Context: an optimization exercise on an open-source flow, tuned for small area and a short achievable clock period. The choices shown serve that exercise and are no tape-out recipe. At most, simulation tests tie the RTL to the original design; equivalence was not proved. Function not checked in run 1: the RTL went through the layout flow alone. Power is estimated from default activity; no workload was simulated.

==> flow/design.v <==
module risc6_core (
    input clk,
    input rst,
    input [31:0] instr,
    output reg [31:0] pc,
    output reg [31:0] R0, R1, R2, R3,
    output [31:0] R4, R5, R6, R7,
    output reg halt
);
    assign R4 = 32'd0;
    assign R5 = 32'd0;
    assign R6 = 32'd0;
    assign R7 = 32'd0;
    wire [5:0] op = instr[31:26];
    wire       lo = (op[5:3] == 3'd0);
    reg        ir_we;       
    reg [1:0]  ir_rd;
    reg        ir_ldi;
    reg        ir_and;
    reg        ir_or;
    reg        ir_arith;    
    reg        ir_sub;
    reg [3:0]  ir_sa;       
    reg [3:0]  ir_sb;       
    reg [19:0] ir_imm;      
    always @(posedge clk or posedge rst) begin
        if (rst)
            ir_we <= 1'b0;
        else
            ir_we <= lo && (op[2:1] != 2'b11);
    end
    always @(posedge clk) begin
        ir_rd    <= instr[25:24];
        ir_ldi   <= (op[2:0] == 3'd0);
        ir_and   <= (op[2:0] == 3'd3);
        ir_or    <= (op[2:0] == 3'd4);
        ir_arith <= (op[2:1] == 2'b00) && op[0] || (op[2:0] == 3'd2);
        ir_sub   <= (op[2:0] == 3'd2);
        ir_sa    <= 4'b0001 << instr[23:22];
        ir_sb    <= 4'b0001 << instr[21:20];
        ir_imm   <= instr[19:0];
    end
    always @(posedge clk or posedge rst) begin
        if (rst) begin
            pc   <= 32'd0;
            halt <= 1'b0;
        end else begin
            pc   <= (op == 6'd6) ? {8'd0, instr[23:0]} : pc + 32'd1;
            halt <= halt | ~lo;
        end
    end
    wire [31:0] a = ({32{ir_sa[0]}} & R0) | ({32{ir_sa[1]}} & R1) |
                    ({32{ir_sa[2]}} & R2) | ({32{ir_sa[3]}} & R3);
    wire [31:0] b = ({32{ir_sb[0]}} & R0) | ({32{ir_sb[1]}} & R1) |
                    ({32{ir_sb[2]}} & R2) | ({32{ir_sb[3]}} & R3);
    wire [31:0] bx = b ^ {32{ir_sub}};
    wire [31:0] g  = a & (bx & {32{ir_arith}});
    wire [31:0] p  = a ^ bx;
    reg [31:0] G, P;
    reg [31:0] c;
    integer l, i, j;
    always @(*) begin
        G = g;
        P = p;
        G[0] = g[0] | (p[0] & ir_sub);
        for (l = 0; l < 5; l = l + 1) begin
            for (i = 31; i >= 0; i = i - 1) begin
                if (i[l]) begin
                    j = ((i >> l) << l) - 1;
                    G[i] = G[i] | (P[i] & G[j]);
                    P[i] = P[i] & P[j];
                end
            end
        end
        c = {G[30:0], ir_sub};
    end
    wire [23:0] imm = {ir_sa[3] | ir_sa[2], ir_sa[3] | ir_sa[1],
                       ir_sb[3] | ir_sb[2], ir_sb[3] | ir_sb[1], ir_imm};
    reg [31:0] res;
    always @(*) begin
        if (ir_ldi)
            res = {8'd0, imm};
        else if (ir_and)
            res = a & b;
        else if (ir_or)
            res = a | b;
        else
            res = p ^ c;
    end
    always @(posedge clk or posedge rst) begin
        if (rst) begin
            R0 <= 32'd0; R1 <= 32'd0; R2 <= 32'd0; R3 <= 32'd0;
        end else if (ir_we) begin
            case (ir_rd)
                2'd0: R0 <= res;
                2'd1: R1 <= res;
                2'd2: R2 <= res;
                default: R3 <= res;
            endcase
        end
    end
endmodule
==> flow/run.sh <==
#!/bin/bash
# synth_recipe.tcl (not shown) runs the flow's synth.tcl, then flattens the netlist and writes it again
# the make line also repeats each setting of config.mk as NAME=value (left out here)
make -C /OpenROAD-flow-scripts/flow DESIGN_CONFIG=/design/flow/config.mk WORK_HOME=/design/flow/orfs CLKGATE_MAP_FILE= SYNTH_SCRIPT=/design/flow/synth_recipe.tcl finish
==> flow/config.mk <==
export PLATFORM = sky130hd
export DESIGN_NAME = risc6_core
export DESIGN_NICKNAME = risc6_core
export VERILOG_FILES = /design/flow/design.v
export SDC_FILE = /design/flow/constraint.sdc
export NUM_CORES = 4
export LEC_CHECK = 0
export ABC_AREA = 0
export CAP_MARGIN = 20
export CORE_MARGIN = 2
export CORE_UTILIZATION = 40
export SETUP_SLACK_MARGIN = 3
export SLEW_MARGIN = 20
==> flow/constraint.sdc <==
create_clock -name core_clock -period 6.0 [get_ports {clk}]
set_input_delay 1.2000 -clock core_clock [delete_from_list [all_inputs] [get_ports {clk}]]
set_output_delay 1.2000 -clock core_clock [all_outputs]
set_load 0.01 [all_outputs]
==> summary.md, run 1 <==
| Metric | Value |
|---|---|
| Status | timing/DRC/antenna clean |
| Final #Nets | 1870 |
| Drt drc | 0 |
| First-pass GRT wire length | 70600 um |
| Sequential Area | 4780 sq um |
| H-tree depth | 4 |
| Largest family of logic cells by synthesized area | compound AO/OA/AOI/OAI gates |
| Met2 WL | 21200 um |
| Hold Path End | halt |
| Setup crit end kind | flop |
| Flop2flop setup slack | 2200 ps |
| Final-layout clock-cell area share | 3.70% |
| Max Cap Viol | 0 |
| Proportion of cell area occupied by registers | 27.2% |
| GRT met2 Usage | 40.4% |
| Hold Startpoint | halt |
| Initial Utilization | 40.7% |
| Mean Syn Cell Area | 8.40 sq um |
| # Taps | 448 |
| Overall fraction of global-route tracks in use | 25.4% |
| Routability cong. | 0.882 |
| RR Endpoint | R3[9] |
| Crit path cell chain | buf_12 -> a22oi_2 -> nand2_2 -> xnor2_4 -> xor2_1 -> ha_2 -> a31o_4 -> ha_4 -> a31o_4 -> o21ai_4 -> nand2_2 -> a22o_4 -> nand2_2 -> o21ai_2 -> ha_4 -> nor2_4 -> xnor2_2 -> nand3_1 -> o21ai_1 -> a22oi_1 -> nor2_1 -> a2111oi_2 -> a21oi_2 -> o21ai_1 |
| PwrDens | 362 nW/um^2 |
| Cell repeated most along the worst path | nand2_2 |
| Met3 wire length | 3930 um |
| Reg clk slew, reported paths | 80 ps |
==> run 2: changes to the inputs <==
==> flow/design.v (replaced) <==
module r6_mux4h (input [3:0] s, input [3:0] d, output y);
    assign y = (s[0] & d[0]) | (s[1] & d[1]) | (s[2] & d[2]) | (s[3] & d[3]);
endmodule
module r6_xor (input a, input b, output y);
    assign y = a ^ b;
endmodule
module r6_gt (input a, input bx, input b, input arith,
              output ng, output nt, output nab);
    assign ng  = ~(a & (bx & arith));
    assign nt  = ~(a | bx);
    assign nab = ~(a & b);
endmodule
module r6_pe #(parameter IMM = 1, parameter INV = 0) (
    input p, input nab, input nt, input imm,
    input ldi, input andf, input orf, input xcls,
    output pe);
    wire e = (IMM ? (ldi & imm) : 1'b0) | (andf & ~nab) | (orf & ~nt) | (xcls & p);
    assign pe = INV ? ~e : e;
endmodule
module r6_wb (
    input c, input pe, input [3:0] we, input [3:0] r,
    output [3:0] d);
    wire res = pe ^ c;
    assign d = ({4{res}} & we) | (r & ~we);
endmodule
module r6_pgn #(parameter HN = 0, parameter LN = 0, parameter ON = 1) (
    input gh, input ph, input gl, input pl, output go, output po);
    wire Gh = HN ? ~gh : gh;
    wire Ph = HN ? ~ph : ph;
    wire Gl = LN ? ~gl : gl;
    wire Pl = LN ? ~pl : pl;
    wire G = Gh | (Ph & Gl);
    wire P = Ph & Pl;
    assign go = ON ? ~G : G;
    assign po = ON ? ~P : P;
endmodule
module r6_gn #(parameter HN = 0, parameter LN = 0, parameter ON = 1) (
    input gh, input ph, input gl, output go);
    wire Gh = HN ? ~gh : gh;
    wire Ph = HN ? ~ph : ph;
    wire Gl = LN ? ~gl : gl;
    wire G = Gh | (Ph & Gl);
    assign go = ON ? ~G : G;
endmodule
module risc6_core (
    input clk,
    input rst,
    input [31:0] instr,
    output reg [31:0] pc,
    output reg [31:0] R0, R1, R2, R3,
    output [31:0] R4, R5, R6, R7,
    output reg halt
);
    assign R4 = 32'd0;
    assign R5 = 32'd0;
    assign R6 = 32'd0;
    assign R7 = 32'd0;
    wire [5:0] op = instr[31:26];
    wire       lo = (op[5:3] == 3'd0);
    reg        ir_we;       
    reg [1:0]  ir_rd;
    reg        ir_ldi;
    reg        ir_and;
    reg        ir_or;
    reg        ir_xcls;     
    reg        ir_arith;    
    reg        ir_sub;
    reg [3:0]  ir_sa;       
    reg [3:0]  ir_sb;       
    reg [19:0] ir_imm;      
    always @(posedge clk or posedge rst) begin
        if (rst)
            ir_we <= 1'b0;
        else
            ir_we <= lo && (op[2:1] != 2'b11);
    end
    always @(posedge clk) begin
        ir_rd    <= instr[25:24];
        ir_ldi   <= (op[2:0] == 3'd0);
        ir_and   <= (op[2:0] == 3'd3);
        ir_or    <= (op[2:0] == 3'd4);
        ir_xcls  <= (op[2:0] == 3'd1) || (op[2:0] == 3'd2) || (op[2:0] == 3'd5);
        ir_arith <= (op[2:0] == 3'd1) || (op[2:0] == 3'd2);
        ir_sub   <= (op[2:0] == 3'd2);
        ir_sa    <= 4'b0001 << instr[23:22];
        ir_sb    <= 4'b0001 << instr[21:20];
        ir_imm   <= instr[19:0];
    end
    always @(posedge clk or posedge rst) begin
        if (rst) begin
            pc   <= 32'd0;
            halt <= 1'b0;
        end else begin
            pc   <= (op == 6'd6) ? {8'd0, instr[23:0]} : pc + 32'd1;
            halt <= halt | ~lo;
        end
    end
    wire [23:0] imm = {ir_sa[3] | ir_sa[2], ir_sa[3] | ir_sa[1],
                       ir_sb[3] | ir_sb[2], ir_sb[3] | ir_sb[1], ir_imm};
    wire [3:0] wen = {4{ir_we}} & (4'b0001 << ir_rd);
    wire [31:0] a, b, bx, p, ng, nt, nab, pe;
    wire [31:0] d0, d1, d2, d3;
    r6_mux4h ma0 (.s(ir_sa), .d({R3[0], R2[0], R1[0], R0[0]}), .y(a[0]));
    r6_mux4h mb0 (.s(ir_sb), .d({R3[0], R2[0], R1[0], R0[0]}), .y(b[0]));
    r6_xor   xb0 (.a(b[0]), .b(ir_sub), .y(bx[0]));
    r6_xor   xp0 (.a(a[0]), .b(bx[0]), .y(p[0]));
    r6_gt    gt0 (.a(a[0]), .bx(bx[0]), .b(b[0]), .arith(ir_arith), .ng(ng[0]), .nt(nt[0]), .nab(nab[0]));
    r6_mux4h ma1 (.s(ir_sa), .d({R3[1], R2[1], R1[1], R0[1]}), .y(a[1]));
    r6_mux4h mb1 (.s(ir_sb), .d({R3[1], R2[1], R1[1], R0[1]}), .y(b[1]));
    r6_xor   xb1 (.a(b[1]), .b(ir_sub), .y(bx[1]));
    r6_xor   xp1 (.a(a[1]), .b(bx[1]), .y(p[1]));
    r6_gt    gt1 (.a(a[1]), .bx(bx[1]), .b(b[1]), .arith(ir_arith), .ng(ng[1]), .nt(nt[1]), .nab(nab[1]));
    r6_mux4h ma2 (.s(ir_sa), .d({R3[2], R2[2], R1[2], R0[2]}), .y(a[2]));
    r6_mux4h mb2 (.s(ir_sb), .d({R3[2], R2[2], R1[2], R0[2]}), .y(b[2]));
    r6_xor   xb2 (.a(b[2]), .b(ir_sub), .y(bx[2]));
    r6_xor   xp2 (.a(a[2]), .b(bx[2]), .y(p[2]));
    r6_gt    gt2 (.a(a[2]), .bx(bx[2]), .b(b[2]), .arith(ir_arith), .ng(ng[2]), .nt(nt[2]), .nab(nab[2]));
    r6_mux4h ma3 (.s(ir_sa), .d({R3[3], R2[3], R1[3], R0[3]}), .y(a[3]));
    r6_mux4h mb3 (.s(ir_sb), .d({R3[3], R2[3], R1[3], R0[3]}), .y(b[3]));
    r6_xor   xb3 (.a(b[3]), .b(ir_sub), .y(bx[3]));
    r6_xor   xp3 (.a(a[3]), .b(bx[3]), .y(p[3]));
    r6_gt    gt3 (.a(a[3]), .bx(bx[3]), .b(b[3]), .arith(ir_arith), .ng(ng[3]), .nt(nt[3]), .nab(nab[3]));
    r6_mux4h ma4 (.s(ir_sa), .d({R3[4], R2[4], R1[4], R0[4]}), .y(a[4]));
    r6_mux4h mb4 (.s(ir_sb), .d({R3[4], R2[4], R1[4], R0[4]}), .y(b[4]));
    r6_xor   xb4 (.a(b[4]), .b(ir_sub), .y(bx[4]));
    r6_xor   xp4 (.a(a[4]), .b(bx[4]), .y(p[4]));
    r6_gt    gt4 (.a(a[4]), .bx(bx[4]), .b(b[4]), .arith(ir_arith), .ng(ng[4]), .nt(nt[4]), .nab(nab[4]));
    r6_mux4h ma5 (.s(ir_sa), .d({R3[5], R2[5], R1[5], R0[5]}), .y(a[5]));
    r6_mux4h mb5 (.s(ir_sb), .d({R3[5], R2[5], R1[5], R0[5]}), .y(b[5]));
    r6_xor   xb5 (.a(b[5]), .b(ir_sub), .y(bx[5]));
    r6_xor   xp5 (.a(a[5]), .b(bx[5]), .y(p[5]));
    r6_gt    gt5 (.a(a[5]), .bx(bx[5]), .b(b[5]), .arith(ir_arith), .ng(ng[5]), .nt(nt[5]), .nab(nab[5]));
    r6_mux4h ma6 (.s(ir_sa), .d({R3[6], R2[6], R1[6], R0[6]}), .y(a[6]));
    r6_mux4h mb6 (.s(ir_sb), .d({R3[6], R2[6], R1[6], R0[6]}), .y(b[6]));
    r6_xor   xb6 (.a(b[6]), .b(ir_sub), .y(bx[6]));
    r6_xor   xp6 (.a(a[6]), .b(bx[6]), .y(p[6]));
    r6_gt    gt6 (.a(a[6]), .bx(bx[6]), .b(b[6]), .arith(ir_arith), .ng(ng[6]), .nt(nt[6]), .nab(nab[6]));
    r6_mux4h ma7 (.s(ir_sa), .d({R3[7], R2[7], R1[7], R0[7]}), .y(a[7]));
    r6_mux4h mb7 (.s(ir_sb), .d({R3[7], R2[7], R1[7], R0[7]}), .y(b[7]));
    r6_xor   xb7 (.a(b[7]), .b(ir_sub), .y(bx[7]));
    r6_xor   xp7 (.a(a[7]), .b(bx[7]), .y(p[7]));
    r6_gt    gt7 (.a(a[7]), .bx(bx[7]), .b(b[7]), .arith(ir_arith), .ng(ng[7]), .nt(nt[7]), .nab(nab[7]));
    r6_mux4h ma8 (.s(ir_sa), .d({R3[8], R2[8], R1[8], R0[8]}), .y(a[8]));
    r6_mux4h mb8 (.s(ir_sb), .d({R3[8], R2[8], R1[8], R0[8]}), .y(b[8]));
    r6_xor   xb8 (.a(b[8]), .b(ir_sub), .y(bx[8]));
    r6_xor   xp8 (.a(a[8]), .b(bx[8]), .y(p[8]));
    r6_gt    gt8 (.a(a[8]), .bx(bx[8]), .b(b[8]), .arith(ir_arith), .ng(ng[8]), .nt(nt[8]), .nab(nab[8]));
    r6_mux4h ma9 (.s(ir_sa), .d({R3[9], R2[9], R1[9], R0[9]}), .y(a[9]));
    r6_mux4h mb9 (.s(ir_sb), .d({R3[9], R2[9], R1[9], R0[9]}), .y(b[9]));
    r6_xor   xb9 (.a(b[9]), .b(ir_sub), .y(bx[9]));
    r6_xor   xp9 (.a(a[9]), .b(bx[9]), .y(p[9]));
    r6_gt    gt9 (.a(a[9]), .bx(bx[9]), .b(b[9]), .arith(ir_arith), .ng(ng[9]), .nt(nt[9]), .nab(nab[9]));
    r6_mux4h ma10 (.s(ir_sa), .d({R3[10], R2[10], R1[10], R0[10]}), .y(a[10]));
    r6_mux4h mb10 (.s(ir_sb), .d({R3[10], R2[10], R1[10], R0[10]}), .y(b[10]));
    r6_xor   xb10 (.a(b[10]), .b(ir_sub), .y(bx[10]));
    r6_xor   xp10 (.a(a[10]), .b(bx[10]), .y(p[10]));
    r6_gt    gt10 (.a(a[10]), .bx(bx[10]), .b(b[10]), .arith(ir_arith), .ng(ng[10]), .nt(nt[10]), .nab(nab[10]));
    r6_mux4h ma11 (.s(ir_sa), .d({R3[11], R2[11], R1[11], R0[11]}), .y(a[11]));
    r6_mux4h mb11 (.s(ir_sb), .d({R3[11], R2[11], R1[11], R0[11]}), .y(b[11]));
    r6_xor   xb11 (.a(b[11]), .b(ir_sub), .y(bx[11]));
    r6_xor   xp11 (.a(a[11]), .b(bx[11]), .y(p[11]));
    r6_gt    gt11 (.a(a[11]), .bx(bx[11]), .b(b[11]), .arith(ir_arith), .ng(ng[11]), .nt(nt[11]), .nab(nab[11]));
    r6_mux4h ma12 (.s(ir_sa), .d({R3[12], R2[12], R1[12], R0[12]}), .y(a[12]));
    r6_mux4h mb12 (.s(ir_sb), .d({R3[12], R2[12], R1[12], R0[12]}), .y(b[12]));
    r6_xor   xb12 (.a(b[12]), .b(ir_sub), .y(bx[12]));
    r6_xor   xp12 (.a(a[12]), .b(bx[12]), .y(p[12]));
    r6_gt    gt12 (.a(a[12]), .bx(bx[12]), .b(b[12]), .arith(ir_arith), .ng(ng[12]), .nt(nt[12]), .nab(nab[12]));
    r6_mux4h ma13 (.s(ir_sa), .d({R3[13], R2[13], R1[13], R0[13]}), .y(a[13]));
    r6_mux4h mb13 (.s(ir_sb), .d({R3[13], R2[13], R1[13], R0[13]}), .y(b[13]));
    r6_xor   xb13 (.a(b[13]), .b(ir_sub), .y(bx[13]));
    r6_xor   xp13 (.a(a[13]), .b(bx[13]), .y(p[13]));
    r6_gt    gt13 (.a(a[13]), .bx(bx[13]), .b(b[13]), .arith(ir_arith), .ng(ng[13]), .nt(nt[13]), .nab(nab[13]));
    r6_mux4h ma14 (.s(ir_sa), .d({R3[14], R2[14], R1[14], R0[14]}), .y(a[14]));
    r6_mux4h mb14 (.s(ir_sb), .d({R3[14], R2[14], R1[14], R0[14]}), .y(b[14]));
    r6_xor   xb14 (.a(b[14]), .b(ir_sub), .y(bx[14]));
    r6_xor   xp14 (.a(a[14]), .b(bx[14]), .y(p[14]));
    r6_gt    gt14 (.a(a[14]), .bx(bx[14]), .b(b[14]), .arith(ir_arith), .ng(ng[14]), .nt(nt[14]), .nab(nab[14]));
    r6_mux4h ma15 (.s(ir_sa), .d({R3[15], R2[15], R1[15], R0[15]}), .y(a[15]));
    r6_mux4h mb15 (.s(ir_sb), .d({R3[15], R2[15], R1[15], R0[15]}), .y(b[15]));
    r6_xor   xb15 (.a(b[15]), .b(ir_sub), .y(bx[15]));
    r6_xor   xp15 (.a(a[15]), .b(bx[15]), .y(p[15]));
    r6_gt    gt15 (.a(a[15]), .bx(bx[15]), .b(b[15]), .arith(ir_arith), .ng(ng[15]), .nt(nt[15]), .nab(nab[15]));
    r6_mux4h ma16 (.s(ir_sa), .d({R3[16], R2[16], R1[16], R0[16]}), .y(a[16]));
    r6_mux4h mb16 (.s(ir_sb), .d({R3[16], R2[16], R1[16], R0[16]}), .y(b[16]));
    r6_xor   xb16 (.a(b[16]), .b(ir_sub), .y(bx[16]));
    r6_xor   xp16 (.a(a[16]), .b(bx[16]), .y(p[16]));
    r6_gt    gt16 (.a(a[16]), .bx(bx[16]), .b(b[16]), .arith(ir_arith), .ng(ng[16]), .nt(nt[16]), .nab(nab[16]));
    r6_mux4h ma17 (.s(ir_sa), .d({R3[17], R2[17], R1[17], R0[17]}), .y(a[17]));
    r6_mux4h mb17 (.s(ir_sb), .d({R3[17], R2[17], R1[17], R0[17]}), .y(b[17]));
    r6_xor   xb17 (.a(b[17]), .b(ir_sub), .y(bx[17]));
    r6_xor   xp17 (.a(a[17]), .b(bx[17]), .y(p[17]));
    r6_gt    gt17 (.a(a[17]), .bx(bx[17]), .b(b[17]), .arith(ir_arith), .ng(ng[17]), .nt(nt[17]), .nab(nab[17]));
    r6_mux4h ma18 (.s(ir_sa), .d({R3[18], R2[18], R1[18], R0[18]}), .y(a[18]));
    r6_mux4h mb18 (.s(ir_sb), .d({R3[18], R2[18], R1[18], R0[18]}), .y(b[18]));
    r6_xor   xb18 (.a(b[18]), .b(ir_sub), .y(bx[18]));
    r6_xor   xp18 (.a(a[18]), .b(bx[18]), .y(p[18]));
    r6_gt    gt18 (.a(a[18]), .bx(bx[18]), .b(b[18]), .arith(ir_arith), .ng(ng[18]), .nt(nt[18]), .nab(nab[18]));
    r6_mux4h ma19 (.s(ir_sa), .d({R3[19], R2[19], R1[19], R0[19]}), .y(a[19]));
    r6_mux4h mb19 (.s(ir_sb), .d({R3[19], R2[19], R1[19], R0[19]}), .y(b[19]));
    r6_xor   xb19 (.a(b[19]), .b(ir_sub), .y(bx[19]));
    r6_xor   xp19 (.a(a[19]), .b(bx[19]), .y(p[19]));
    r6_gt    gt19 (.a(a[19]), .bx(bx[19]), .b(b[19]), .arith(ir_arith), .ng(ng[19]), .nt(nt[19]), .nab(nab[19]));
    r6_mux4h ma20 (.s(ir_sa), .d({R3[20], R2[20], R1[20], R0[20]}), .y(a[20]));
    r6_mux4h mb20 (.s(ir_sb), .d({R3[20], R2[20], R1[20], R0[20]}), .y(b[20]));
    r6_xor   xb20 (.a(b[20]), .b(ir_sub), .y(bx[20]));
    r6_xor   xp20 (.a(a[20]), .b(bx[20]), .y(p[20]));
    r6_gt    gt20 (.a(a[20]), .bx(bx[20]), .b(b[20]), .arith(ir_arith), .ng(ng[20]), .nt(nt[20]), .nab(nab[20]));
    r6_mux4h ma21 (.s(ir_sa), .d({R3[21], R2[21], R1[21], R0[21]}), .y(a[21]));
    r6_mux4h mb21 (.s(ir_sb), .d({R3[21], R2[21], R1[21], R0[21]}), .y(b[21]));
    r6_xor   xb21 (.a(b[21]), .b(ir_sub), .y(bx[21]));
    r6_xor   xp21 (.a(a[21]), .b(bx[21]), .y(p[21]));
    r6_gt    gt21 (.a(a[21]), .bx(bx[21]), .b(b[21]), .arith(ir_arith), .ng(ng[21]), .nt(nt[21]), .nab(nab[21]));
    r6_mux4h ma22 (.s(ir_sa), .d({R3[22], R2[22], R1[22], R0[22]}), .y(a[22]));
    r6_mux4h mb22 (.s(ir_sb), .d({R3[22], R2[22], R1[22], R0[22]}), .y(b[22]));
    r6_xor   xb22 (.a(b[22]), .b(ir_sub), .y(bx[22]));
    r6_xor   xp22 (.a(a[22]), .b(bx[22]), .y(p[22]));
    r6_gt    gt22 (.a(a[22]), .bx(bx[22]), .b(b[22]), .arith(ir_arith), .ng(ng[22]), .nt(nt[22]), .nab(nab[22]));
    r6_mux4h ma23 (.s(ir_sa), .d({R3[23], R2[23], R1[23], R0[23]}), .y(a[23]));
    r6_mux4h mb23 (.s(ir_sb), .d({R3[23], R2[23], R1[23], R0[23]}), .y(b[23]));
    r6_xor   xb23 (.a(b[23]), .b(ir_sub), .y(bx[23]));
    r6_xor   xp23 (.a(a[23]), .b(bx[23]), .y(p[23]));
    r6_gt    gt23 (.a(a[23]), .bx(bx[23]), .b(b[23]), .arith(ir_arith), .ng(ng[23]), .nt(nt[23]), .nab(nab[23]));
    r6_mux4h ma24 (.s(ir_sa), .d({R3[24], R2[24], R1[24], R0[24]}), .y(a[24]));
    r6_mux4h mb24 (.s(ir_sb), .d({R3[24], R2[24], R1[24], R0[24]}), .y(b[24]));
    r6_xor   xb24 (.a(b[24]), .b(ir_sub), .y(bx[24]));
    r6_xor   xp24 (.a(a[24]), .b(bx[24]), .y(p[24]));
    r6_gt    gt24 (.a(a[24]), .bx(bx[24]), .b(b[24]), .arith(ir_arith), .ng(ng[24]), .nt(nt[24]), .nab(nab[24]));
    r6_mux4h ma25 (.s(ir_sa), .d({R3[25], R2[25], R1[25], R0[25]}), .y(a[25]));
    r6_mux4h mb25 (.s(ir_sb), .d({R3[25], R2[25], R1[25], R0[25]}), .y(b[25]));
    r6_xor   xb25 (.a(b[25]), .b(ir_sub), .y(bx[25]));
    r6_xor   xp25 (.a(a[25]), .b(bx[25]), .y(p[25]));
    r6_gt    gt25 (.a(a[25]), .bx(bx[25]), .b(b[25]), .arith(ir_arith), .ng(ng[25]), .nt(nt[25]), .nab(nab[25]));
    r6_mux4h ma26 (.s(ir_sa), .d({R3[26], R2[26], R1[26], R0[26]}), .y(a[26]));
    r6_mux4h mb26 (.s(ir_sb), .d({R3[26], R2[26], R1[26], R0[26]}), .y(b[26]));
    r6_xor   xb26 (.a(b[26]), .b(ir_sub), .y(bx[26]));
    r6_xor   xp26 (.a(a[26]), .b(bx[26]), .y(p[26]));
    r6_gt    gt26 (.a(a[26]), .bx(bx[26]), .b(b[26]), .arith(ir_arith), .ng(ng[26]), .nt(nt[26]), .nab(nab[26]));
    r6_mux4h ma27 (.s(ir_sa), .d({R3[27], R2[27], R1[27], R0[27]}), .y(a[27]));
    r6_mux4h mb27 (.s(ir_sb), .d({R3[27], R2[27], R1[27], R0[27]}), .y(b[27]));
    r6_xor   xb27 (.a(b[27]), .b(ir_sub), .y(bx[27]));
    r6_xor   xp27 (.a(a[27]), .b(bx[27]), .y(p[27]));
    r6_gt    gt27 (.a(a[27]), .bx(bx[27]), .b(b[27]), .arith(ir_arith), .ng(ng[27]), .nt(nt[27]), .nab(nab[27]));
    r6_mux4h ma28 (.s(ir_sa), .d({R3[28], R2[28], R1[28], R0[28]}), .y(a[28]));
    r6_mux4h mb28 (.s(ir_sb), .d({R3[28], R2[28], R1[28], R0[28]}), .y(b[28]));
    r6_xor   xb28 (.a(b[28]), .b(ir_sub), .y(bx[28]));
    r6_xor   xp28 (.a(a[28]), .b(bx[28]), .y(p[28]));
    r6_gt    gt28 (.a(a[28]), .bx(bx[28]), .b(b[28]), .arith(ir_arith), .ng(ng[28]), .nt(nt[28]), .nab(nab[28]));
    r6_mux4h ma29 (.s(ir_sa), .d({R3[29], R2[29], R1[29], R0[29]}), .y(a[29]));
    r6_mux4h mb29 (.s(ir_sb), .d({R3[29], R2[29], R1[29], R0[29]}), .y(b[29]));
    r6_xor   xb29 (.a(b[29]), .b(ir_sub), .y(bx[29]));
    r6_xor   xp29 (.a(a[29]), .b(bx[29]), .y(p[29]));
    r6_gt    gt29 (.a(a[29]), .bx(bx[29]), .b(b[29]), .arith(ir_arith), .ng(ng[29]), .nt(nt[29]), .nab(nab[29]));
    r6_mux4h ma30 (.s(ir_sa), .d({R3[30], R2[30], R1[30], R0[30]}), .y(a[30]));
    r6_mux4h mb30 (.s(ir_sb), .d({R3[30], R2[30], R1[30], R0[30]}), .y(b[30]));
    r6_xor   xb30 (.a(b[30]), .b(ir_sub), .y(bx[30]));
    r6_xor   xp30 (.a(a[30]), .b(bx[30]), .y(p[30]));
    r6_gt    gt30 (.a(a[30]), .bx(bx[30]), .b(b[30]), .arith(ir_arith), .ng(ng[30]), .nt(nt[30]), .nab(nab[30]));
    r6_mux4h ma31 (.s(ir_sa), .d({R3[31], R2[31], R1[31], R0[31]}), .y(a[31]));
    r6_mux4h mb31 (.s(ir_sb), .d({R3[31], R2[31], R1[31], R0[31]}), .y(b[31]));
    r6_xor   xb31 (.a(b[31]), .b(ir_sub), .y(bx[31]));
    r6_xor   xp31 (.a(a[31]), .b(bx[31]), .y(p[31]));
    r6_gt    gt31 (.a(a[31]), .bx(bx[31]), .b(b[31]), .arith(ir_arith), .ng(ng[31]), .nt(nt[31]), .nab(nab[31]));
    wire pgc_0_g;
    r6_gn #(.HN(1), .LN(0), .ON(0)) nc_0 (.gh(ng[0]), .ph(nt[0]), .gl(ir_sub), .go(pgc_0_g));
    wire pg0_1_g;
    r6_gn #(.HN(1), .LN(0), .ON(0)) n0_1 (.gh(ng[1]), .ph(nt[1]), .gl(pgc_0_g), .go(pg0_1_g));
    wire pg0_3_g;
    wire pg0_3_p;
    r6_pgn #(.HN(1), .LN(1), .ON(0)) n0_3 (.gh(ng[3]), .ph(nt[3]), .gl(ng[2]), .pl(nt[2]), .go(pg0_3_g), .po(pg0_3_p));
    wire pg0_5_g;
    wire pg0_5_p;
    r6_pgn #(.HN(1), .LN(1), .ON(0)) n0_5 (.gh(ng[5]), .ph(nt[5]), .gl(ng[4]), .pl(nt[4]), .go(pg0_5_g), .po(pg0_5_p));
    wire pg0_7_g;
    wire pg0_7_p;
    r6_pgn #(.HN(1), .LN(1), .ON(0)) n0_7 (.gh(ng[7]), .ph(nt[7]), .gl(ng[6]), .pl(nt[6]), .go(pg0_7_g), .po(pg0_7_p));
    wire pg0_9_g;
    wire pg0_9_p;
    r6_pgn #(.HN(1), .LN(1), .ON(0)) n0_9 (.gh(ng[9]), .ph(nt[9]), .gl(ng[8]), .pl(nt[8]), .go(pg0_9_g), .po(pg0_9_p));
    wire pg0_11_g;
    wire pg0_11_p;
    r6_pgn #(.HN(1), .LN(1), .ON(0)) n0_11 (.gh(ng[11]), .ph(nt[11]), .gl(ng[10]), .pl(nt[10]), .go(pg0_11_g), .po(pg0_11_p));
    wire pg0_13_g;
    wire pg0_13_p;
    r6_pgn #(.HN(1), .LN(1), .ON(0)) n0_13 (.gh(ng[13]), .ph(nt[13]), .gl(ng[12]), .pl(nt[12]), .go(pg0_13_g), .po(pg0_13_p));
    wire pg0_15_g;
    wire pg0_15_p;
    r6_pgn #(.HN(1), .LN(1), .ON(0)) n0_15 (.gh(ng[15]), .ph(nt[15]), .gl(ng[14]), .pl(nt[14]), .go(pg0_15_g), .po(pg0_15_p));
    wire pg0_17_g;
    wire pg0_17_p;
    r6_pgn #(.HN(1), .LN(1), .ON(0)) n0_17 (.gh(ng[17]), .ph(nt[17]), .gl(ng[16]), .pl(nt[16]), .go(pg0_17_g), .po(pg0_17_p));
    wire pg0_19_g;
    wire pg0_19_p;
    r6_pgn #(.HN(1), .LN(1), .ON(0)) n0_19 (.gh(ng[19]), .ph(nt[19]), .gl(ng[18]), .pl(nt[18]), .go(pg0_19_g), .po(pg0_19_p));
    wire pg0_21_g;
    wire pg0_21_p;
    r6_pgn #(.HN(1), .LN(1), .ON(0)) n0_21 (.gh(ng[21]), .ph(nt[21]), .gl(ng[20]), .pl(nt[20]), .go(pg0_21_g), .po(pg0_21_p));
    wire pg0_23_g;
    wire pg0_23_p;
    r6_pgn #(.HN(1), .LN(1), .ON(0)) n0_23 (.gh(ng[23]), .ph(nt[23]), .gl(ng[22]), .pl(nt[22]), .go(pg0_23_g), .po(pg0_23_p));
    wire pg0_25_g;
    wire pg0_25_p;
    r6_pgn #(.HN(1), .LN(1), .ON(0)) n0_25 (.gh(ng[25]), .ph(nt[25]), .gl(ng[24]), .pl(nt[24]), .go(pg0_25_g), .po(pg0_25_p));
    wire pg0_27_g;
    wire pg0_27_p;
    r6_pgn #(.HN(1), .LN(1), .ON(0)) n0_27 (.gh(ng[27]), .ph(nt[27]), .gl(ng[26]), .pl(nt[26]), .go(pg0_27_g), .po(pg0_27_p));
    wire pg0_29_g;
    wire pg0_29_p;
    r6_pgn #(.HN(1), .LN(1), .ON(0)) n0_29 (.gh(ng[29]), .ph(nt[29]), .gl(ng[28]), .pl(nt[28]), .go(pg0_29_g), .po(pg0_29_p));
    wire pg0_31_g;
    wire pg0_31_p;
    r6_pgn #(.HN(1), .LN(1), .ON(0)) n0_31 (.gh(ng[31]), .ph(nt[31]), .gl(ng[30]), .pl(nt[30]), .go(pg0_31_g), .po(pg0_31_p));
    wire pg1_2_g;
    r6_gn #(.HN(1), .LN(0), .ON(0)) n1_2 (.gh(ng[2]), .ph(nt[2]), .gl(pg0_1_g), .go(pg1_2_g));
    wire pg1_3_g;
    r6_gn #(.HN(0), .LN(0), .ON(1)) n1_3 (.gh(pg0_3_g), .ph(pg0_3_p), .gl(pg0_1_g), .go(pg1_3_g));
    wire pg1_6_g;
    wire pg1_6_p;
    r6_pgn #(.HN(1), .LN(0), .ON(0)) n1_6 (.gh(ng[6]), .ph(nt[6]), .gl(pg0_5_g), .pl(pg0_5_p), .go(pg1_6_g), .po(pg1_6_p));
    wire pg1_7_g;
    wire pg1_7_p;
    r6_pgn #(.HN(0), .LN(0), .ON(1)) n1_7 (.gh(pg0_7_g), .ph(pg0_7_p), .gl(pg0_5_g), .pl(pg0_5_p), .go(pg1_7_g), .po(pg1_7_p));
    wire pg1_10_g;
    wire pg1_10_p;
    r6_pgn #(.HN(1), .LN(0), .ON(0)) n1_10 (.gh(ng[10]), .ph(nt[10]), .gl(pg0_9_g), .pl(pg0_9_p), .go(pg1_10_g), .po(pg1_10_p));
    wire pg1_11_g;
    wire pg1_11_p;
    r6_pgn #(.HN(0), .LN(0), .ON(1)) n1_11 (.gh(pg0_11_g), .ph(pg0_11_p), .gl(pg0_9_g), .pl(pg0_9_p), .go(pg1_11_g), .po(pg1_11_p));
    wire pg1_14_g;
    wire pg1_14_p;
    r6_pgn #(.HN(1), .LN(0), .ON(0)) n1_14 (.gh(ng[14]), .ph(nt[14]), .gl(pg0_13_g), .pl(pg0_13_p), .go(pg1_14_g), .po(pg1_14_p));
    wire pg1_15_g;
    wire pg1_15_p;
    r6_pgn #(.HN(0), .LN(0), .ON(1)) n1_15 (.gh(pg0_15_g), .ph(pg0_15_p), .gl(pg0_13_g), .pl(pg0_13_p), .go(pg1_15_g), .po(pg1_15_p));
    wire pg1_18_g;
    wire pg1_18_p;
    r6_pgn #(.HN(1), .LN(0), .ON(0)) n1_18 (.gh(ng[18]), .ph(nt[18]), .gl(pg0_17_g), .pl(pg0_17_p), .go(pg1_18_g), .po(pg1_18_p));
    wire pg1_19_g;
    wire pg1_19_p;
    r6_pgn #(.HN(0), .LN(0), .ON(1)) n1_19 (.gh(pg0_19_g), .ph(pg0_19_p), .gl(pg0_17_g), .pl(pg0_17_p), .go(pg1_19_g), .po(pg1_19_p));
    wire pg1_22_g;
    wire pg1_22_p;
    r6_pgn #(.HN(1), .LN(0), .ON(0)) n1_22 (.gh(ng[22]), .ph(nt[22]), .gl(pg0_21_g), .pl(pg0_21_p), .go(pg1_22_g), .po(pg1_22_p));
    wire pg1_23_g;
    wire pg1_23_p;
    r6_pgn #(.HN(0), .LN(0), .ON(1)) n1_23 (.gh(pg0_23_g), .ph(pg0_23_p), .gl(pg0_21_g), .pl(pg0_21_p), .go(pg1_23_g), .po(pg1_23_p));
    wire pg1_26_g;
    wire pg1_26_p;
    r6_pgn #(.HN(1), .LN(0), .ON(0)) n1_26 (.gh(ng[26]), .ph(nt[26]), .gl(pg0_25_g), .pl(pg0_25_p), .go(pg1_26_g), .po(pg1_26_p));
    wire pg1_27_g;
    wire pg1_27_p;
    r6_pgn #(.HN(0), .LN(0), .ON(1)) n1_27 (.gh(pg0_27_g), .ph(pg0_27_p), .gl(pg0_25_g), .pl(pg0_25_p), .go(pg1_27_g), .po(pg1_27_p));
    wire pg1_30_g;
    wire pg1_30_p;
    r6_pgn #(.HN(1), .LN(0), .ON(0)) n1_30 (.gh(ng[30]), .ph(nt[30]), .gl(pg0_29_g), .pl(pg0_29_p), .go(pg1_30_g), .po(pg1_30_p));
    wire pg1_31_g;
    wire pg1_31_p;
    r6_pgn #(.HN(0), .LN(0), .ON(1)) n1_31 (.gh(pg0_31_g), .ph(pg0_31_p), .gl(pg0_29_g), .pl(pg0_29_p), .go(pg1_31_g), .po(pg1_31_p));
    wire pg2_4_g;
    r6_gn #(.HN(1), .LN(1), .ON(0)) n2_4 (.gh(ng[4]), .ph(nt[4]), .gl(pg1_3_g), .go(pg2_4_g));
    wire pg2_5_g;
    r6_gn #(.HN(0), .LN(1), .ON(1)) n2_5 (.gh(pg0_5_g), .ph(pg0_5_p), .gl(pg1_3_g), .go(pg2_5_g));
    wire pg2_6_g;
    r6_gn #(.HN(0), .LN(1), .ON(1)) n2_6 (.gh(pg1_6_g), .ph(pg1_6_p), .gl(pg1_3_g), .go(pg2_6_g));
    wire pg2_7_g;
    r6_gn #(.HN(1), .LN(1), .ON(0)) n2_7 (.gh(pg1_7_g), .ph(pg1_7_p), .gl(pg1_3_g), .go(pg2_7_g));
    wire pg2_12_g;
    wire pg2_12_p;
    r6_pgn #(.HN(1), .LN(1), .ON(0)) n2_12 (.gh(ng[12]), .ph(nt[12]), .gl(pg1_11_g), .pl(pg1_11_p), .go(pg2_12_g), .po(pg2_12_p));
    wire pg2_13_g;
    wire pg2_13_p;
    r6_pgn #(.HN(0), .LN(1), .ON(1)) n2_13 (.gh(pg0_13_g), .ph(pg0_13_p), .gl(pg1_11_g), .pl(pg1_11_p), .go(pg2_13_g), .po(pg2_13_p));
    wire pg2_14_g;
    wire pg2_14_p;
    r6_pgn #(.HN(0), .LN(1), .ON(1)) n2_14 (.gh(pg1_14_g), .ph(pg1_14_p), .gl(pg1_11_g), .pl(pg1_11_p), .go(pg2_14_g), .po(pg2_14_p));
    wire pg2_15_g;
    wire pg2_15_p;
    r6_pgn #(.HN(1), .LN(1), .ON(0)) n2_15 (.gh(pg1_15_g), .ph(pg1_15_p), .gl(pg1_11_g), .pl(pg1_11_p), .go(pg2_15_g), .po(pg2_15_p));
    wire pg2_20_g;
    wire pg2_20_p;
    r6_pgn #(.HN(1), .LN(1), .ON(0)) n2_20 (.gh(ng[20]), .ph(nt[20]), .gl(pg1_19_g), .pl(pg1_19_p), .go(pg2_20_g), .po(pg2_20_p));
    wire pg2_21_g;
    wire pg2_21_p;
    r6_pgn #(.HN(0), .LN(1), .ON(1)) n2_21 (.gh(pg0_21_g), .ph(pg0_21_p), .gl(pg1_19_g), .pl(pg1_19_p), .go(pg2_21_g), .po(pg2_21_p));
    wire pg2_22_g;
    wire pg2_22_p;
    r6_pgn #(.HN(0), .LN(1), .ON(1)) n2_22 (.gh(pg1_22_g), .ph(pg1_22_p), .gl(pg1_19_g), .pl(pg1_19_p), .go(pg2_22_g), .po(pg2_22_p));
    wire pg2_23_g;
    wire pg2_23_p;
    r6_pgn #(.HN(1), .LN(1), .ON(0)) n2_23 (.gh(pg1_23_g), .ph(pg1_23_p), .gl(pg1_19_g), .pl(pg1_19_p), .go(pg2_23_g), .po(pg2_23_p));
    wire pg2_28_g;
    wire pg2_28_p;
    r6_pgn #(.HN(1), .LN(1), .ON(0)) n2_28 (.gh(ng[28]), .ph(nt[28]), .gl(pg1_27_g), .pl(pg1_27_p), .go(pg2_28_g), .po(pg2_28_p));
    wire pg2_29_g;
    wire pg2_29_p;
    r6_pgn #(.HN(0), .LN(1), .ON(1)) n2_29 (.gh(pg0_29_g), .ph(pg0_29_p), .gl(pg1_27_g), .pl(pg1_27_p), .go(pg2_29_g), .po(pg2_29_p));
    wire pg2_30_g;
    wire pg2_30_p;
    r6_pgn #(.HN(0), .LN(1), .ON(1)) n2_30 (.gh(pg1_30_g), .ph(pg1_30_p), .gl(pg1_27_g), .pl(pg1_27_p), .go(pg2_30_g), .po(pg2_30_p));
    wire pg2_31_g;
    wire pg2_31_p;
    r6_pgn #(.HN(1), .LN(1), .ON(0)) n2_31 (.gh(pg1_31_g), .ph(pg1_31_p), .gl(pg1_27_g), .pl(pg1_27_p), .go(pg2_31_g), .po(pg2_31_p));
    wire pg3_8_g;
    r6_gn #(.HN(1), .LN(0), .ON(0)) n3_8 (.gh(ng[8]), .ph(nt[8]), .gl(pg2_7_g), .go(pg3_8_g));
    wire pg3_9_g;
    r6_gn #(.HN(0), .LN(0), .ON(1)) n3_9 (.gh(pg0_9_g), .ph(pg0_9_p), .gl(pg2_7_g), .go(pg3_9_g));
    wire pg3_10_g;
    r6_gn #(.HN(0), .LN(0), .ON(1)) n3_10 (.gh(pg1_10_g), .ph(pg1_10_p), .gl(pg2_7_g), .go(pg3_10_g));
    wire pg3_11_g;
    r6_gn #(.HN(1), .LN(0), .ON(0)) n3_11 (.gh(pg1_11_g), .ph(pg1_11_p), .gl(pg2_7_g), .go(pg3_11_g));
    wire pg3_12_g;
    r6_gn #(.HN(0), .LN(0), .ON(1)) n3_12 (.gh(pg2_12_g), .ph(pg2_12_p), .gl(pg2_7_g), .go(pg3_12_g));
    wire pg3_13_g;
    r6_gn #(.HN(1), .LN(0), .ON(0)) n3_13 (.gh(pg2_13_g), .ph(pg2_13_p), .gl(pg2_7_g), .go(pg3_13_g));
    wire pg3_14_g;
    r6_gn #(.HN(1), .LN(0), .ON(0)) n3_14 (.gh(pg2_14_g), .ph(pg2_14_p), .gl(pg2_7_g), .go(pg3_14_g));
    wire pg3_15_g;
    r6_gn #(.HN(0), .LN(0), .ON(1)) n3_15 (.gh(pg2_15_g), .ph(pg2_15_p), .gl(pg2_7_g), .go(pg3_15_g));
    wire pg3_24_g;
    wire pg3_24_p;
    r6_pgn #(.HN(1), .LN(0), .ON(0)) n3_24 (.gh(ng[24]), .ph(nt[24]), .gl(pg2_23_g), .pl(pg2_23_p), .go(pg3_24_g), .po(pg3_24_p));
    wire pg3_25_g;
    wire pg3_25_p;
    r6_pgn #(.HN(0), .LN(0), .ON(1)) n3_25 (.gh(pg0_25_g), .ph(pg0_25_p), .gl(pg2_23_g), .pl(pg2_23_p), .go(pg3_25_g), .po(pg3_25_p));
    wire pg3_26_g;
    wire pg3_26_p;
    r6_pgn #(.HN(0), .LN(0), .ON(1)) n3_26 (.gh(pg1_26_g), .ph(pg1_26_p), .gl(pg2_23_g), .pl(pg2_23_p), .go(pg3_26_g), .po(pg3_26_p));
    wire pg3_27_g;
    wire pg3_27_p;
    r6_pgn #(.HN(1), .LN(0), .ON(0)) n3_27 (.gh(pg1_27_g), .ph(pg1_27_p), .gl(pg2_23_g), .pl(pg2_23_p), .go(pg3_27_g), .po(pg3_27_p));
    wire pg3_28_g;
    wire pg3_28_p;
    r6_pgn #(.HN(0), .LN(0), .ON(1)) n3_28 (.gh(pg2_28_g), .ph(pg2_28_p), .gl(pg2_23_g), .pl(pg2_23_p), .go(pg3_28_g), .po(pg3_28_p));
    wire pg3_29_g;
    wire pg3_29_p;
    r6_pgn #(.HN(1), .LN(0), .ON(0)) n3_29 (.gh(pg2_29_g), .ph(pg2_29_p), .gl(pg2_23_g), .pl(pg2_23_p), .go(pg3_29_g), .po(pg3_29_p));
    wire pg3_30_g;
    wire pg3_30_p;
    r6_pgn #(.HN(1), .LN(0), .ON(0)) n3_30 (.gh(pg2_30_g), .ph(pg2_30_p), .gl(pg2_23_g), .pl(pg2_23_p), .go(pg3_30_g), .po(pg3_30_p));
    wire pg3_31_g;
    wire pg3_31_p;
    r6_pgn #(.HN(0), .LN(0), .ON(1)) n3_31 (.gh(pg2_31_g), .ph(pg2_31_p), .gl(pg2_23_g), .pl(pg2_23_p), .go(pg3_31_g), .po(pg3_31_p));
    wire pg4_16_g;
    r6_gn #(.HN(1), .LN(1), .ON(0)) n4_16 (.gh(ng[16]), .ph(nt[16]), .gl(pg3_15_g), .go(pg4_16_g));
    wire pg4_17_g;
    r6_gn #(.HN(0), .LN(1), .ON(1)) n4_17 (.gh(pg0_17_g), .ph(pg0_17_p), .gl(pg3_15_g), .go(pg4_17_g));
    wire pg4_18_g;
    r6_gn #(.HN(0), .LN(1), .ON(1)) n4_18 (.gh(pg1_18_g), .ph(pg1_18_p), .gl(pg3_15_g), .go(pg4_18_g));
    wire pg4_19_g;
    r6_gn #(.HN(1), .LN(1), .ON(0)) n4_19 (.gh(pg1_19_g), .ph(pg1_19_p), .gl(pg3_15_g), .go(pg4_19_g));
    wire pg4_20_g;
    r6_gn #(.HN(0), .LN(1), .ON(1)) n4_20 (.gh(pg2_20_g), .ph(pg2_20_p), .gl(pg3_15_g), .go(pg4_20_g));
    wire pg4_21_g;
    r6_gn #(.HN(1), .LN(1), .ON(0)) n4_21 (.gh(pg2_21_g), .ph(pg2_21_p), .gl(pg3_15_g), .go(pg4_21_g));
    wire pg4_22_g;
    r6_gn #(.HN(1), .LN(1), .ON(0)) n4_22 (.gh(pg2_22_g), .ph(pg2_22_p), .gl(pg3_15_g), .go(pg4_22_g));
    wire pg4_23_g;
    r6_gn #(.HN(0), .LN(1), .ON(1)) n4_23 (.gh(pg2_23_g), .ph(pg2_23_p), .gl(pg3_15_g), .go(pg4_23_g));
    wire pg4_24_g;
    r6_gn #(.HN(0), .LN(1), .ON(1)) n4_24 (.gh(pg3_24_g), .ph(pg3_24_p), .gl(pg3_15_g), .go(pg4_24_g));
    wire pg4_25_g;
    r6_gn #(.HN(1), .LN(1), .ON(0)) n4_25 (.gh(pg3_25_g), .ph(pg3_25_p), .gl(pg3_15_g), .go(pg4_25_g));
    wire pg4_26_g;
    r6_gn #(.HN(1), .LN(1), .ON(0)) n4_26 (.gh(pg3_26_g), .ph(pg3_26_p), .gl(pg3_15_g), .go(pg4_26_g));
    wire pg4_27_g;
    r6_gn #(.HN(0), .LN(1), .ON(1)) n4_27 (.gh(pg3_27_g), .ph(pg3_27_p), .gl(pg3_15_g), .go(pg4_27_g));
    wire pg4_28_g;
    r6_gn #(.HN(1), .LN(1), .ON(0)) n4_28 (.gh(pg3_28_g), .ph(pg3_28_p), .gl(pg3_15_g), .go(pg4_28_g));
    wire pg4_29_g;
    r6_gn #(.HN(0), .LN(1), .ON(1)) n4_29 (.gh(pg3_29_g), .ph(pg3_29_p), .gl(pg3_15_g), .go(pg4_29_g));
    wire pg4_30_g;
    r6_gn #(.HN(0), .LN(1), .ON(1)) n4_30 (.gh(pg3_30_g), .ph(pg3_30_p), .gl(pg3_15_g), .go(pg4_30_g));
    wire pg4_31_g;
    r6_gn #(.HN(1), .LN(1), .ON(0)) n4_31 (.gh(pg3_31_g), .ph(pg3_31_p), .gl(pg3_15_g), .go(pg4_31_g));
    r6_pe #(.IMM(1), .INV(0)) pe0 (.p(p[0]), .nab(nab[0]), .nt(nt[0]), .imm(imm[0]), .ldi(ir_ldi), .andf(ir_and), .orf(ir_or), .xcls(ir_xcls), .pe(pe[0]));
    r6_wb wb0 (.c(ir_sub), .pe(pe[0]), .we(wen), .r({R3[0], R2[0], R1[0], R0[0]}), .d({d3[0], d2[0], d1[0], d0[0]}));
    r6_pe #(.IMM(1), .INV(0)) pe1 (.p(p[1]), .nab(nab[1]), .nt(nt[1]), .imm(imm[1]), .ldi(ir_ldi), .andf(ir_and), .orf(ir_or), .xcls(ir_xcls), .pe(pe[1]));
    r6_wb wb1 (.c(pgc_0_g), .pe(pe[1]), .we(wen), .r({R3[1], R2[1], R1[1], R0[1]}), .d({d3[1], d2[1], d1[1], d0[1]}));
    r6_pe #(.IMM(1), .INV(0)) pe2 (.p(p[2]), .nab(nab[2]), .nt(nt[2]), .imm(imm[2]), .ldi(ir_ldi), .andf(ir_and), .orf(ir_or), .xcls(ir_xcls), .pe(pe[2]));
    r6_wb wb2 (.c(pg0_1_g), .pe(pe[2]), .we(wen), .r({R3[2], R2[2], R1[2], R0[2]}), .d({d3[2], d2[2], d1[2], d0[2]}));
    r6_pe #(.IMM(1), .INV(0)) pe3 (.p(p[3]), .nab(nab[3]), .nt(nt[3]), .imm(imm[3]), .ldi(ir_ldi), .andf(ir_and), .orf(ir_or), .xcls(ir_xcls), .pe(pe[3]));
    r6_wb wb3 (.c(pg1_2_g), .pe(pe[3]), .we(wen), .r({R3[3], R2[3], R1[3], R0[3]}), .d({d3[3], d2[3], d1[3], d0[3]}));
    r6_pe #(.IMM(1), .INV(1)) pe4 (.p(p[4]), .nab(nab[4]), .nt(nt[4]), .imm(imm[4]), .ldi(ir_ldi), .andf(ir_and), .orf(ir_or), .xcls(ir_xcls), .pe(pe[4]));
    r6_wb wb4 (.c(pg1_3_g), .pe(pe[4]), .we(wen), .r({R3[4], R2[4], R1[4], R0[4]}), .d({d3[4], d2[4], d1[4], d0[4]}));
    r6_pe #(.IMM(1), .INV(0)) pe5 (.p(p[5]), .nab(nab[5]), .nt(nt[5]), .imm(imm[5]), .ldi(ir_ldi), .andf(ir_and), .orf(ir_or), .xcls(ir_xcls), .pe(pe[5]));
    r6_wb wb5 (.c(pg2_4_g), .pe(pe[5]), .we(wen), .r({R3[5], R2[5], R1[5], R0[5]}), .d({d3[5], d2[5], d1[5], d0[5]}));
    r6_pe #(.IMM(1), .INV(1)) pe6 (.p(p[6]), .nab(nab[6]), .nt(nt[6]), .imm(imm[6]), .ldi(ir_ldi), .andf(ir_and), .orf(ir_or), .xcls(ir_xcls), .pe(pe[6]));
    r6_wb wb6 (.c(pg2_5_g), .pe(pe[6]), .we(wen), .r({R3[6], R2[6], R1[6], R0[6]}), .d({d3[6], d2[6], d1[6], d0[6]}));
    r6_pe #(.IMM(1), .INV(1)) pe7 (.p(p[7]), .nab(nab[7]), .nt(nt[7]), .imm(imm[7]), .ldi(ir_ldi), .andf(ir_and), .orf(ir_or), .xcls(ir_xcls), .pe(pe[7]));
    r6_wb wb7 (.c(pg2_6_g), .pe(pe[7]), .we(wen), .r({R3[7], R2[7], R1[7], R0[7]}), .d({d3[7], d2[7], d1[7], d0[7]}));
    r6_pe #(.IMM(1), .INV(0)) pe8 (.p(p[8]), .nab(nab[8]), .nt(nt[8]), .imm(imm[8]), .ldi(ir_ldi), .andf(ir_and), .orf(ir_or), .xcls(ir_xcls), .pe(pe[8]));
    r6_wb wb8 (.c(pg2_7_g), .pe(pe[8]), .we(wen), .r({R3[8], R2[8], R1[8], R0[8]}), .d({d3[8], d2[8], d1[8], d0[8]}));
    r6_pe #(.IMM(1), .INV(0)) pe9 (.p(p[9]), .nab(nab[9]), .nt(nt[9]), .imm(imm[9]), .ldi(ir_ldi), .andf(ir_and), .orf(ir_or), .xcls(ir_xcls), .pe(pe[9]));
    r6_wb wb9 (.c(pg3_8_g), .pe(pe[9]), .we(wen), .r({R3[9], R2[9], R1[9], R0[9]}), .d({d3[9], d2[9], d1[9], d0[9]}));
    r6_pe #(.IMM(1), .INV(1)) pe10 (.p(p[10]), .nab(nab[10]), .nt(nt[10]), .imm(imm[10]), .ldi(ir_ldi), .andf(ir_and), .orf(ir_or), .xcls(ir_xcls), .pe(pe[10]));
    r6_wb wb10 (.c(pg3_9_g), .pe(pe[10]), .we(wen), .r({R3[10], R2[10], R1[10], R0[10]}), .d({d3[10], d2[10], d1[10], d0[10]}));
    r6_pe #(.IMM(1), .INV(1)) pe11 (.p(p[11]), .nab(nab[11]), .nt(nt[11]), .imm(imm[11]), .ldi(ir_ldi), .andf(ir_and), .orf(ir_or), .xcls(ir_xcls), .pe(pe[11]));
    r6_wb wb11 (.c(pg3_10_g), .pe(pe[11]), .we(wen), .r({R3[11], R2[11], R1[11], R0[11]}), .d({d3[11], d2[11], d1[11], d0[11]}));
    r6_pe #(.IMM(1), .INV(0)) pe12 (.p(p[12]), .nab(nab[12]), .nt(nt[12]), .imm(imm[12]), .ldi(ir_ldi), .andf(ir_and), .orf(ir_or), .xcls(ir_xcls), .pe(pe[12]));
    r6_wb wb12 (.c(pg3_11_g), .pe(pe[12]), .we(wen), .r({R3[12], R2[12], R1[12], R0[12]}), .d({d3[12], d2[12], d1[12], d0[12]}));
    r6_pe #(.IMM(1), .INV(1)) pe13 (.p(p[13]), .nab(nab[13]), .nt(nt[13]), .imm(imm[13]), .ldi(ir_ldi), .andf(ir_and), .orf(ir_or), .xcls(ir_xcls), .pe(pe[13]));
    r6_wb wb13 (.c(pg3_12_g), .pe(pe[13]), .we(wen), .r({R3[13], R2[13], R1[13], R0[13]}), .d({d3[13], d2[13], d1[13], d0[13]}));
    r6_pe #(.IMM(1), .INV(0)) pe14 (.p(p[14]), .nab(nab[14]), .nt(nt[14]), .imm(imm[14]), .ldi(ir_ldi), .andf(ir_and), .orf(ir_or), .xcls(ir_xcls), .pe(pe[14]));
    r6_wb wb14 (.c(pg3_13_g), .pe(pe[14]), .we(wen), .r({R3[14], R2[14], R1[14], R0[14]}), .d({d3[14], d2[14], d1[14], d0[14]}));
    r6_pe #(.IMM(1), .INV(0)) pe15 (.p(p[15]), .nab(nab[15]), .nt(nt[15]), .imm(imm[15]), .ldi(ir_ldi), .andf(ir_and), .orf(ir_or), .xcls(ir_xcls), .pe(pe[15]));
    r6_wb wb15 (.c(pg3_14_g), .pe(pe[15]), .we(wen), .r({R3[15], R2[15], R1[15], R0[15]}), .d({d3[15], d2[15], d1[15], d0[15]}));
    r6_pe #(.IMM(1), .INV(1)) pe16 (.p(p[16]), .nab(nab[16]), .nt(nt[16]), .imm(imm[16]), .ldi(ir_ldi), .andf(ir_and), .orf(ir_or), .xcls(ir_xcls), .pe(pe[16]));
    r6_wb wb16 (.c(pg3_15_g), .pe(pe[16]), .we(wen), .r({R3[16], R2[16], R1[16], R0[16]}), .d({d3[16], d2[16], d1[16], d0[16]}));
    r6_pe #(.IMM(1), .INV(0)) pe17 (.p(p[17]), .nab(nab[17]), .nt(nt[17]), .imm(imm[17]), .ldi(ir_ldi), .andf(ir_and), .orf(ir_or), .xcls(ir_xcls), .pe(pe[17]));
    r6_wb wb17 (.c(pg4_16_g), .pe(pe[17]), .we(wen), .r({R3[17], R2[17], R1[17], R0[17]}), .d({d3[17], d2[17], d1[17], d0[17]}));
    r6_pe #(.IMM(1), .INV(1)) pe18 (.p(p[18]), .nab(nab[18]), .nt(nt[18]), .imm(imm[18]), .ldi(ir_ldi), .andf(ir_and), .orf(ir_or), .xcls(ir_xcls), .pe(pe[18]));
    r6_wb wb18 (.c(pg4_17_g), .pe(pe[18]), .we(wen), .r({R3[18], R2[18], R1[18], R0[18]}), .d({d3[18], d2[18], d1[18], d0[18]}));
    r6_pe #(.IMM(1), .INV(1)) pe19 (.p(p[19]), .nab(nab[19]), .nt(nt[19]), .imm(imm[19]), .ldi(ir_ldi), .andf(ir_and), .orf(ir_or), .xcls(ir_xcls), .pe(pe[19]));
    r6_wb wb19 (.c(pg4_18_g), .pe(pe[19]), .we(wen), .r({R3[19], R2[19], R1[19], R0[19]}), .d({d3[19], d2[19], d1[19], d0[19]}));
    r6_pe #(.IMM(1), .INV(0)) pe20 (.p(p[20]), .nab(nab[20]), .nt(nt[20]), .imm(imm[20]), .ldi(ir_ldi), .andf(ir_and), .orf(ir_or), .xcls(ir_xcls), .pe(pe[20]));
    r6_wb wb20 (.c(pg4_19_g), .pe(pe[20]), .we(wen), .r({R3[20], R2[20], R1[20], R0[20]}), .d({d3[20], d2[20], d1[20], d0[20]}));
    r6_pe #(.IMM(1), .INV(1)) pe21 (.p(p[21]), .nab(nab[21]), .nt(nt[21]), .imm(imm[21]), .ldi(ir_ldi), .andf(ir_and), .orf(ir_or), .xcls(ir_xcls), .pe(pe[21]));
    r6_wb wb21 (.c(pg4_20_g), .pe(pe[21]), .we(wen), .r({R3[21], R2[21], R1[21], R0[21]}), .d({d3[21], d2[21], d1[21], d0[21]}));
    r6_pe #(.IMM(1), .INV(0)) pe22 (.p(p[22]), .nab(nab[22]), .nt(nt[22]), .imm(imm[22]), .ldi(ir_ldi), .andf(ir_and), .orf(ir_or), .xcls(ir_xcls), .pe(pe[22]));
    r6_wb wb22 (.c(pg4_21_g), .pe(pe[22]), .we(wen), .r({R3[22], R2[22], R1[22], R0[22]}), .d({d3[22], d2[22], d1[22], d0[22]}));
    r6_pe #(.IMM(1), .INV(0)) pe23 (.p(p[23]), .nab(nab[23]), .nt(nt[23]), .imm(imm[23]), .ldi(ir_ldi), .andf(ir_and), .orf(ir_or), .xcls(ir_xcls), .pe(pe[23]));
    r6_wb wb23 (.c(pg4_22_g), .pe(pe[23]), .we(wen), .r({R3[23], R2[23], R1[23], R0[23]}), .d({d3[23], d2[23], d1[23], d0[23]}));
    r6_pe #(.IMM(0), .INV(1)) pe24 (.p(p[24]), .nab(nab[24]), .nt(nt[24]), .imm(1'b0), .ldi(ir_ldi), .andf(ir_and), .orf(ir_or), .xcls(ir_xcls), .pe(pe[24]));
    r6_wb wb24 (.c(pg4_23_g), .pe(pe[24]), .we(wen), .r({R3[24], R2[24], R1[24], R0[24]}), .d({d3[24], d2[24], d1[24], d0[24]}));
    r6_pe #(.IMM(0), .INV(1)) pe25 (.p(p[25]), .nab(nab[25]), .nt(nt[25]), .imm(1'b0), .ldi(ir_ldi), .andf(ir_and), .orf(ir_or), .xcls(ir_xcls), .pe(pe[25]));
    r6_wb wb25 (.c(pg4_24_g), .pe(pe[25]), .we(wen), .r({R3[25], R2[25], R1[25], R0[25]}), .d({d3[25], d2[25], d1[25], d0[25]}));
    r6_pe #(.IMM(0), .INV(0)) pe26 (.p(p[26]), .nab(nab[26]), .nt(nt[26]), .imm(1'b0), .ldi(ir_ldi), .andf(ir_and), .orf(ir_or), .xcls(ir_xcls), .pe(pe[26]));
    r6_wb wb26 (.c(pg4_25_g), .pe(pe[26]), .we(wen), .r({R3[26], R2[26], R1[26], R0[26]}), .d({d3[26], d2[26], d1[26], d0[26]}));
    r6_pe #(.IMM(0), .INV(0)) pe27 (.p(p[27]), .nab(nab[27]), .nt(nt[27]), .imm(1'b0), .ldi(ir_ldi), .andf(ir_and), .orf(ir_or), .xcls(ir_xcls), .pe(pe[27]));
    r6_wb wb27 (.c(pg4_26_g), .pe(pe[27]), .we(wen), .r({R3[27], R2[27], R1[27], R0[27]}), .d({d3[27], d2[27], d1[27], d0[27]}));
    r6_pe #(.IMM(0), .INV(1)) pe28 (.p(p[28]), .nab(nab[28]), .nt(nt[28]), .imm(1'b0), .ldi(ir_ldi), .andf(ir_and), .orf(ir_or), .xcls(ir_xcls), .pe(pe[28]));
    r6_wb wb28 (.c(pg4_27_g), .pe(pe[28]), .we(wen), .r({R3[28], R2[28], R1[28], R0[28]}), .d({d3[28], d2[28], d1[28], d0[28]}));
    r6_pe #(.IMM(0), .INV(0)) pe29 (.p(p[29]), .nab(nab[29]), .nt(nt[29]), .imm(1'b0), .ldi(ir_ldi), .andf(ir_and), .orf(ir_or), .xcls(ir_xcls), .pe(pe[29]));
    r6_wb wb29 (.c(pg4_28_g), .pe(pe[29]), .we(wen), .r({R3[29], R2[29], R1[29], R0[29]}), .d({d3[29], d2[29], d1[29], d0[29]}));
    r6_pe #(.IMM(0), .INV(1)) pe30 (.p(p[30]), .nab(nab[30]), .nt(nt[30]), .imm(1'b0), .ldi(ir_ldi), .andf(ir_and), .orf(ir_or), .xcls(ir_xcls), .pe(pe[30]));
    r6_wb wb30 (.c(pg4_29_g), .pe(pe[30]), .we(wen), .r({R3[30], R2[30], R1[30], R0[30]}), .d({d3[30], d2[30], d1[30], d0[30]}));
    r6_pe #(.IMM(0), .INV(1)) pe31 (.p(p[31]), .nab(nab[31]), .nt(nt[31]), .imm(1'b0), .ldi(ir_ldi), .andf(ir_and), .orf(ir_or), .xcls(ir_xcls), .pe(pe[31]));
    r6_wb wb31 (.c(pg4_30_g), .pe(pe[31]), .we(wen), .r({R3[31], R2[31], R1[31], R0[31]}), .d({d3[31], d2[31], d1[31], d0[31]}));
    always @(posedge clk or posedge rst) begin
        if (rst) begin
            R0 <= 32'd0; R1 <= 32'd0; R2 <= 32'd0; R3 <= 32'd0;
        end else begin
            R0 <= d0; R1 <= d1; R2 <= d2; R3 <= d3;
        end
    end
endmodule
--- a/flow/config.mk
+++ b/flow/config.mk
@@ -11,3 +11,4 @@
 export CORE_UTILIZATION = 40
-export SETUP_SLACK_MARGIN = 3
+export SETUP_SLACK_MARGIN = 3.5
 export SLEW_MARGIN = 20
+export SYNTH_HIERARCHICAL = 1
==> run 2 against run 1 <==
  * Synthesized cell count fell by 9.7%
  * Flip-flop and latch count rose by 1
  * Combinational power rose by 19%
  * Clock power fell by 12%
  * Area after synthesis fell by 8.1%
  * Via count fell by 5.4%
  * Utilization rose by 5.7 points
  * Cell count fell by 1.2%
  * Count of clock-buffer cells in the layout rose by 2
  * Die area fell by 8.0%
  * Wire length fell by 4.1%
  * Register-to-register slack improved by 940 ps
  * Critical path type unchanged
  * Highest routed layer unchanged
==> summary.md, run 2 <==
| Metric | Value |
|---|---|
| Status | timing/DRC/antenna clean (unchanged) |
| Post-DP Area | 14700 sq um (was 15500 sq um) |
| Yosys warns | 7 (was 1) |
| GRT met2 Usage | 45.3% (was 40.4%) |
| Routability cong. | 0.883 (was 0.882) |
| PwrDens | 380 nW/um^2 (was 362 nW/um^2) |
| Flop2flop setup slack | 3140 ps (was 2200 ps) |
| Setup crit end kind | flop (unchanged) |
| Power Internal | 3.90 mW (was 3.76 mW) |
| Drt drc | 0 (unchanged) |
| Syn Inst Count | 1466 (was 1624) |
| Fin Hold WS | 469 ps (was 487 ps) |
| Crit path cell chain | buf_8 -> buf_6 -> a22oi_2 -> nand2_2 -> xor2_4 -> nor2_2 -> nor2_2 -> a21oi_2 -> o21ai_4 -> a21oi_4 -> buf_12 -> buf_12 -> inv_2 -> a21oi_4 -> xnor2_4 -> a21oi_1 (was buf_12 -> a22oi_2 -> nand2_2 -> xnor2_4 -> xor2_1 -> ha_2 -> a31o_4 -> ha_4 -> a31o_4 -> o21ai_4 -> nand2_2 -> a22o_4 -> nand2_2 -> o21ai_2 -> ha_4 -> nor2_4 -> xnor2_2 -> nand3_1 -> o21ai_1 -> a22oi_1 -> nor2_1 -> a2111oi_2 -> a21oi_2 -> o21ai_1) |
| Final HPWL DP | 25400 um (was 30600 um) |
| Overall fraction of global-route tracks in use | 26.8% (was 25.4%) |
| Pre-CTS WS | 2580 ps (was 1540 ps) |
| Reg clk slew, reported paths | 80 ps (about the same) |
| First-pass GRT wire length | 68500 um (was 70600 um) |
| CP Launch Point | ir_sb[0] (was ir_sb[1]) |
| Max Cap Viol | 0 (unchanged) |
| Crit-path leading delay family | compound AO/OA/AOI/OAI gates (unchanged) |
| Initial Utilization | 40.7% (about the same) |
| Worst-margin pin slew | 981 ps (was 1140 ps) |
| Ant diodes | 0 (unchanged) |
| Worst path depth | 16 (was 24) |
| Final #Nets | 1889 (was 1870) |
| Sw power | 2.90 mW (was 2.61 mW) |
| Final min period | 2860 ps (was 3800 ps) |
| Clk latency of the worst-skew pair | 450 ps (was 480 ps) |
| RR Endpoint | R0[30] (was R3[9]) |
| H-tree depth | 4 (unchanged) |
| Slew headroom | 34.6% (was 23.6%) |
| Crit path max fanout | 6 (was 5) |
| Mean Syn Cell Area | 8.54 sq um (was 8.40 sq um) |
-- run 2: what timing repair did --
| action | CTS | global route |
|---|---|---|
| gates cloned | 1 | 0 |
| setup buffers | 158 | 22 |
| setup endpoints to repair | 282 | 113 |
| pin swaps | 71 | 93 |
| gates resized for setup | 325 | 94 |
-- run 2: per-layer routing --
metal  vias to the layer above  part of all wire [%]
li1                       5648                     -
met1                      6041                    40
met2                       595                    49
met3                       102                   7.8
met4                         0                   3.0
met5                         -                     0
-- run 2: worst reg2reg max path: cells and delay by family, from the launching register on --
kind | cells | cell delay (ps)
and+or+nand+nor | 3 | 340
AOI/OAI and AO/OA | 6 | 960
xor gates and xnor gates | 2 | 380
buffers and inverters | 5 | 630
DFF | 1 | 380
-- run 2: worst min-delay path by stage --
stage	from	to	slack, ps	cells past startpoint
final	halt	halt	470	1
after CTS	halt	halt	470	1
after global placement	halt	halt	450	1
after detailed placement	halt	halt	460	1
after global routing	halt	halt	490	1
after floorplan	halt	halt	500	1
-- run 2: final cells by class --
| cell class | instances | area, sq um |
|---|---|---|
| Fill cell | 2732 | 12900 |
| Multi-Input combinational cell | 1186 | 8170 |
| Sequential cell | 198 | 4840 |
| Timing Repair Buffer | 383 | 3560 |
| Tap cell | 396 | 495 |
| Clock buffer | 19 | 433 |
| Inverter | 68 | 269 |
| Clock inverter | 13 | 115 |
-- run 2: power groups by stage --
stage          sequential [mW]  clock, mW  combinational [mW]
2_1_floorplan             2.30          0                1.53
3_3_place_gp              2.32          0                2.66
4_1_cts                   2.15       1.14                3.25
6_report                  2.16       1.12                3.52
5_1_grt                   2.22       1.19                3.80
3_5_place_dp              2.32          0                2.70

## what the ideal ports hide
No port has a modelled driver above. Below, the same layouts with a new extraction and two added sets of constraints. Step 1 assumes that a clkbuf_16 drives the clock port and a buf_2 every other input. Step 2 also shifts input and output timing later by t, the mid clock arrival at the registers, as if the neighbouring blocks saw the same clock. a / b / c = ideal ports / drivers / drivers and shift; a / b = the first two.
run | t (ns) | slack for setup (ns)
run 1 | 0.517 | 2.201 / 2.201 / 2.201
run 2 | 0.492 | 3.143 / 3.143 / 3.143
After both steps every run listed still meets setup and hold.
